This is an optimization exercise on Yosys and OpenROAD, whose aim is small area and a short achievable clock period, not a production implementation.
Only simulation tests tie the RTL to the original design; equivalence was not proved.
Power figures rest on the tool's default switching activity, not on a simulated workload.

Setup of the reference run:
## fano_decoder
module fano_decoder#(
    parameter MAX_SH_W           = 256    
)(
    input                         clk,
    input                         reset_n,
    input                         i_vld,
    input [1                  :0] i_data,              
    input                         i_diff_en,
    input [7                  :0] i_delta_T,
    input [15                 :0] i_forward_step,
    output                        o_vld,
    output                        o_dec_sym
);
export LEC_CHECK = 0
export CAP_MARGIN = 20
export CORE_MARGIN = 2
export CORE_UTILIZATION = 55
export CTS_CLUSTER_DIAMETER = 100
export CTS_CLUSTER_SIZE = 20
export PLACE_DENSITY = 0.7
export SLEW_MARGIN = 20
create_clock -name core_clock -period 11.0 [get_ports {clk}]
standard.sh (not shown) runs the stock make flow with config.mk's settings and CLKGATE_MAP_FILE= SYNTH_SCRIPT=/design/flow/synth_recipe.tcl, a recipe that flattens the netlist after the stock synthesis.
==> flow/flow/run.sh <==
#!/bin/bash
set -euo pipefail
bash standard.sh SETUP_SLACK_MARGIN=7.7 finish > standard_flow.log 2>&1
The reference run ran to completion and came out clean on the timing, design-rule and antenna checks.
For the trial run, these inputs were changed with respect to the reference run:
diff --git a/flow/design.v b/flow/design.v
--- a/flow/design.v
+++ b/flow/design.v
@@ -15,25 +15,27 @@
 localparam        PMAX   = MAX_SH_W - 36;    
 localparam [35:0] PMASK  = 36'hD354E3267;
 localparam        AW     = PMAX + 2;         
 localparam        SW     = PMAX + 1;         
 localparam        NW     = 36;               
 reg        nlocal_rst;
 reg        in_vld;
 reg        sh_en;          
+reg        a_sh;           
 reg [1:0]  in_data;
 reg        diff_en;
 reg [7:0]  dT;
 reg [15:0] fstep;
 always @(posedge clk) begin
     nlocal_rst <= reset_n;
     in_data    <= i_data;
     in_vld     <= reset_n & i_vld;
     sh_en      <= i_vld;
+    a_sh       <= reset_n & i_vld & nlocal_rst;    
     diff_en    <= i_diff_en;
     dT         <= i_delta_T;
     fstep      <= i_forward_step;
 end
 reg                st_init, st_idle, st_mc, st_fm, st_bm;    
 reg [3:0]          ph;           
 reg                norm_en;
 reg [7:0]          pointer;
@@ -55,17 +57,17 @@
 reg        ab;                   
 reg        top;                  
 reg        e_r, d_r;             
 reg signed [15:0] s;             
 reg        f0, f1;               
 reg        fm_r, bm_r, td_r, inv_r;    
 reg  ptr_nz;                               
 reg  ptr_sat;                              
-wire sat_sh  = in_vld & ptr_sat;           
+wire sat_sh  = a_sh & ptr_sat;             
 reg q8, q9, q10, q11;
 always @(posedge clk) begin
     q8  <= (st_mc && ph == 4'd7)  || (st_bm && ph == 4'd8);
     q9  <= (st_mc && ph == 4'd8)  || (st_bm && ph == 4'd9);
     q10 <= (st_mc && ph == 4'd9)  || (st_bm && ph == 4'd10);
     q11 <= (st_mc && ph == 4'd10) || (st_bm && ph == 4'd11);
 end
 wire metric_norm    = st_idle & norm_en & (T == $signed(fstep));
@@ -94,18 +96,18 @@
         st_bm   <= bm_r | (st_bm & !td_r & !inv_r);
         if (st_idle) begin
             if (metric_norm) norm_en <= 1'b0;
         end else if (!st_init) norm_en <= 1'b1;
         ph <= (start_rib_calc || back_move) ? 4'd1 : ph + 4'd1;
     end
 end
 wire       ptr_clr  = !nlocal_rst || st_init;
-wire       ptr_inc  = (in_vld || back_move) && !ptr_sat;
-wire       ptr_dec  = !(in_vld || back_move) && forward_move;
+wire       ptr_inc  = (a_sh || back_move) && !ptr_sat;
+wire       ptr_dec  = !(a_sh || back_move) && forward_move;
 wire [7:0] ptr_m2   = pointer - 8'd2;
 wire [7:0] ptr_m1   = pointer - 8'd1;
 wire [7:0] ptr_p1   = pointer + 8'd1;
 wire [7:0] ptr_p2   = pointer + 8'd2;
 wire [7:0] ptr_next = ptr_clr ? 8'd0 : ptr_inc ? ptr_p1 : ptr_dec ? ptr_m1 : pointer;
 reg  k_neg, k_pos;                           
 always @(posedge clk) begin
     k_neg <= (st_mc && ph == 4'd5) || (st_bm && ph == 4'd8);
@@ -279,55 +281,57 @@
     end
 end
 wire        clr_a  = !nlocal_rst || st_init;
 reg         a_wr;
 always @(posedge clk) a_wr <= nlocal_rst & (inv_n | fm_n | (idle_n & (ptr_next != 8'd0)));
 wire [15:0] hi_wa  = (hi_r & {16{a_wr}}) | {16{clr_a}};
 wire [15:0] lo_wa  = lo_r | {16{clr_a}};
 wire        a_dat  = inverse_A & !clr_a;
-wire        a_sh   = in_vld & !st_init;
 wire        clr_d  = !nlocal_rst;
 wire [15:0] hi_wd  = (hi_r & {16{forward_move}}) | {16{clr_d}};
 wire [15:0] lo_wd  = lo_r | {16{clr_d}};
 wire        d_dat  = sym & !clr_d;
 always @(posedge clk) begin
     if (sh_en) begin
         sh_d <= {sh_d[SW-2:0], in_data[1]};
         sh_p <= {sh_p[SW-2:0], in_data[0]};
     end
 end
 always @(posedge clk) begin
-    if (in_vld) decode_sh[0] <= 1'b0;
+    if (a_sh) decode_sh[0] <= 1'b0;
     else if (hi_wd[0] & lo_wd[1]) decode_sh[0] <= d_dat;        
 end
 generate
     for (gi = 1; gi < MAX_SH_W; gi = gi + 1) begin : g_dec
         if (gi < PMAX) begin : g_w
             always @(posedge clk) begin
-                if (in_vld)                                      decode_sh[gi] <= decode_sh[gi-1];
+                if (a_sh)                                        decode_sh[gi] <= decode_sh[gi-1];
                 else if (hi_wd[(gi+1)/16] & lo_wd[(gi+1)%16])    decode_sh[gi] <= d_dat;
             end
-        end else begin : g_nw
+        end else if (gi < MAX_SH_W-1) begin : g_nw
             always @(posedge clk) begin
-                if (in_vld)      decode_sh[gi] <= decode_sh[gi-1];
+                if (a_sh)        decode_sh[gi] <= decode_sh[gi-1];
                 else if (clr_d)  decode_sh[gi] <= 1'b0;
             end
+        end else begin : g_out
+            always @(posedge clk)
+                decode_sh[gi] <= (a_sh & decode_sh[gi-1]) | (!a_sh & !clr_d & decode_sh[gi]);
         end
     end
     for (gi = 0; gi < AW; gi = gi + 1) begin : g_a
         always @(posedge clk) begin
             if (a_sh)                              A[gi] <= (gi == 0) ? 1'b0 : A[(gi == 0) ? 0 : gi-1];
             else if (hi_wa[gi/16] & lo_wa[gi%16])  A[gi] <= a_dat;
         end
     end
 endgenerate
 always @(posedge clk) begin
     if (!nlocal_rst || st_init) W <= {NW{1'b0}};
-    else if (in_vld) begin
+    else if (a_sh) begin
         if (ptr_sat)            W <= {W[NW-2:0], decode_sh[PMAX-1]};
     end else if (back_move) begin
         if (!ptr_sat)           W <= {top, W[NW-1:1]};
     end else if (forward_move)  W <= {W[NW-2:0], sym};
 end
 assign o_dec_sym = decode_sh[MAX_SH_W-1];
 assign o_vld     = in_vld;
 endmodule
## What came out
- On setup slack: the trial run sits above the reference run.
- Of the reference run and the trial run, the higher final critical-path share of the clock period belongs to the reference run.
- On the trial run: final cell count is 664 higher than what the reference run gave.
- The trial run: synthesized area per cell is about 10% lower than what the reference run reported.
- NOTE routed wire length the reference run->the trial run decreased by a few percent

* * *

== garnet ==
RTL: one of the versions met above, not the one the previous note started from.
Size in the first run: roughly 5,400 cells after synthesis, roughly 1,200 flip-flops, roughly 56,000 um2 of cells after synthesis.
==> flow/config.mk <==
export PLATFORM = sky130hd
export DESIGN_NAME = fano_decoder
export DESIGN_NICKNAME = fano_decoder
export VERILOG_FILES = /design/flow/design.v
export SDC_FILE = /design/flow/constraint.sdc
export NUM_CORES = 4
export LEC_CHECK = 0
export CAP_MARGIN = 20
export CORE_MARGIN = 2
export CORE_UTILIZATION = 70
export CTS_CLUSTER_DIAMETER = 100
export CTS_CLUSTER_SIZE = 20
export PLACE_DENSITY = 0.8
export SLEW_MARGIN = 20
==> flow/constraint.sdc <==
create_clock -name core_clock -period 11.0 [get_ports {clk}]
set_input_delay 2.2000 -clock core_clock [delete_from_list [all_inputs] [get_ports {clk}]]
set_output_delay 2.2000 -clock core_clock [all_outputs]
set_load 0.01 [all_outputs]
Scripts as last shown in full above: flow/flow/run.sh
Input changes introduced in lagoon (baseline for comparison: garnet):
diff --git a/flow/design.v b/flow/design.v
--- a/flow/design.v
+++ b/flow/design.v
@@ -17,23 +17,21 @@
 localparam        AW     = PMAX + 2;         
 localparam        SW     = PMAX + 1;         
 localparam        NW     = 36;               
 reg        nlocal_rst;
 reg        in_vld;
 reg        sh_en;          
-reg        a_sh;           
 reg [1:0]  in_data;
 reg        diff_en;
 reg [7:0]  dT;
 reg [15:0] fstep;
 always @(posedge clk) begin
     nlocal_rst <= reset_n;
     in_data    <= i_data;
     in_vld     <= reset_n & i_vld;
     sh_en      <= i_vld;
-    a_sh       <= reset_n & i_vld & nlocal_rst;    
     diff_en    <= i_diff_en;
     dT         <= i_delta_T;
     fstep      <= i_forward_step;
 end
 reg                st_init, st_idle, st_mc, st_fm, st_bm;    
 reg [3:0]          ph;           
@@ -59,13 +57,13 @@
 reg        e_r, d_r;             
 reg signed [15:0] s;             
 reg        f0, f1;               
 reg        fm_r, bm_r, td_r, inv_r;    
 reg  ptr_nz;                               
 reg  ptr_sat;                              
-wire sat_sh  = a_sh & ptr_sat;             
+wire sat_sh  = in_vld & ptr_sat;           
 reg q8, q9, q10, q11;
 always @(posedge clk) begin
     q8  <= (st_mc && ph == 4'd7)  || (st_bm && ph == 4'd8);
     q9  <= (st_mc && ph == 4'd8)  || (st_bm && ph == 4'd9);
     q10 <= (st_mc && ph == 4'd9)  || (st_bm && ph == 4'd10);
     q11 <= (st_mc && ph == 4'd10) || (st_bm && ph == 4'd11);
@@ -98,14 +96,14 @@
             if (metric_norm) norm_en <= 1'b0;
         end else if (!st_init) norm_en <= 1'b1;
         ph <= (start_rib_calc || back_move) ? 4'd1 : ph + 4'd1;
     end
 end
 wire       ptr_clr  = !nlocal_rst || st_init;
-wire       ptr_inc  = (a_sh || back_move) && !ptr_sat;
-wire       ptr_dec  = !(a_sh || back_move) && forward_move;
+wire       ptr_inc  = (in_vld || back_move) && !ptr_sat;
+wire       ptr_dec  = !(in_vld || back_move) && forward_move;
 wire [7:0] ptr_m2   = pointer - 8'd2;
 wire [7:0] ptr_m1   = pointer - 8'd1;
 wire [7:0] ptr_p1   = pointer + 8'd1;
 wire [7:0] ptr_p2   = pointer + 8'd2;
 wire [7:0] ptr_next = ptr_clr ? 8'd0 : ptr_inc ? ptr_p1 : ptr_dec ? ptr_m1 : pointer;
 reg  k_neg, k_pos;                           
@@ -283,53 +281,55 @@
 wire        clr_a  = !nlocal_rst || st_init;
 reg         a_wr;
 always @(posedge clk) a_wr <= nlocal_rst & (inv_n | fm_n | (idle_n & (ptr_next != 8'd0)));
 wire [15:0] hi_wa  = (hi_r & {16{a_wr}}) | {16{clr_a}};
 wire [15:0] lo_wa  = lo_r | {16{clr_a}};
 wire        a_dat  = inverse_A & !clr_a;
+reg         a_sh;
+always @(posedge clk) a_sh <= reset_n & i_vld & nlocal_rst;
 wire        clr_d  = !nlocal_rst;
 wire [15:0] hi_wd  = (hi_r & {16{forward_move}}) | {16{clr_d}};
 wire [15:0] lo_wd  = lo_r | {16{clr_d}};
 wire        d_dat  = sym & !clr_d;
 always @(posedge clk) begin
     if (sh_en) begin
         sh_d <= {sh_d[SW-2:0], in_data[1]};
         sh_p <= {sh_p[SW-2:0], in_data[0]};
     end
 end
 always @(posedge clk) begin
-    if (a_sh) decode_sh[0] <= 1'b0;
+    if (in_vld) decode_sh[0] <= 1'b0;
     else if (hi_wd[0] & lo_wd[1]) decode_sh[0] <= d_dat;        
 end
 generate
     for (gi = 1; gi < MAX_SH_W; gi = gi + 1) begin : g_dec
         if (gi < PMAX) begin : g_w
             always @(posedge clk) begin
-                if (a_sh)                                        decode_sh[gi] <= decode_sh[gi-1];
+                if (in_vld)                                      decode_sh[gi] <= decode_sh[gi-1];
                 else if (hi_wd[(gi+1)/16] & lo_wd[(gi+1)%16])    decode_sh[gi] <= d_dat;
             end
         end else if (gi < MAX_SH_W-1) begin : g_nw
             always @(posedge clk) begin
-                if (a_sh)        decode_sh[gi] <= decode_sh[gi-1];
+                if (in_vld)      decode_sh[gi] <= decode_sh[gi-1];
                 else if (clr_d)  decode_sh[gi] <= 1'b0;
             end
         end else begin : g_out
             always @(posedge clk)
-                decode_sh[gi] <= (a_sh & decode_sh[gi-1]) | (!a_sh & !clr_d & decode_sh[gi]);
+                decode_sh[gi] <= (in_vld & decode_sh[gi-1]) | (!in_vld & !clr_d & decode_sh[gi]);
         end
     end
     for (gi = 0; gi < AW; gi = gi + 1) begin : g_a
         always @(posedge clk) begin
             if (a_sh)                              A[gi] <= (gi == 0) ? 1'b0 : A[(gi == 0) ? 0 : gi-1];
             else if (hi_wa[gi/16] & lo_wa[gi%16])  A[gi] <= a_dat;
         end
     end
 endgenerate
 always @(posedge clk) begin
     if (!nlocal_rst || st_init) W <= {NW{1'b0}};
-    else if (a_sh) begin
+    else if (in_vld) begin
         if (ptr_sat)            W <= {W[NW-2:0], decode_sh[PMAX-1]};
     end else if (back_move) begin
         if (!ptr_sat)           W <= {top, W[NW-1:1]};
     end else if (forward_move)  W <= {W[NW-2:0], sym};
 end
 assign o_dec_sym = decode_sh[MAX_SH_W-1];
Notes after the runs:
On combinational power: lagoon sits above garnet.
[compare] base=garnet new=lagoon: sequential share of cell area now sits at about the same level; footprint of the multi-input gates picked up an extra 170 um2; non-clock buffer count grew by about 3%; wire length the detailed router placed on met1 increased 1200 um; depth of the worst register-to-register path +2.
The mean number of vias per cell of lagoon is higher than that of garnet.
Number of stages on the worst setup path in lagoon vs garnet: down 9
Taking garnet as the reference point, the synthesized cell count of lagoon falls by 143.
lagoon vs. garnet: fmax rose by 4.0 MHz, total power of the final layout rose by 2.3%.

static timing again, ports no longer ideal:
The results above use ideal ports. As a check the final layouts listed here were re-extracted and re-timed, cells and wires unchanged.
Step 1 (the two cells are an assumption about what drives the block):
set clk [get_ports {clk}]
set_driving_cell -lib_cell sky130_fd_sc_hd__clkbuf_16 $clk
set_driving_cell -lib_cell sky130_fd_sc_hd__buf_2 [delete_from_list [all_inputs] $clk]
Step 2, shift: input delay + t, output delay - t, t = (earliest + latest rising clock arrival at the registers) / 2. This alone moves slack from input paths to output paths.
Three values: no drivers, after step 1, after step 2; two values: the first two.
run | t, ns | setup slack, ns | hold WS [ns]
the reference run | 0.730 | 7.510 / 7.432 / 7.735 | 0.410 / 0.410 / 0.410
the trial run | 0.755 | 7.628 / 7.550 / 7.665 | 0.407 / 0.407 / 0.407
garnet | 0.728 | 7.610 / 7.537 / 7.610 | 0.413 / 0.413 / 0.413
lagoon | 0.714 | 7.655 / 7.589 / 7.680 | 0.411 / 0.411 / 0.411
After both steps every run listed still meets setup and hold.
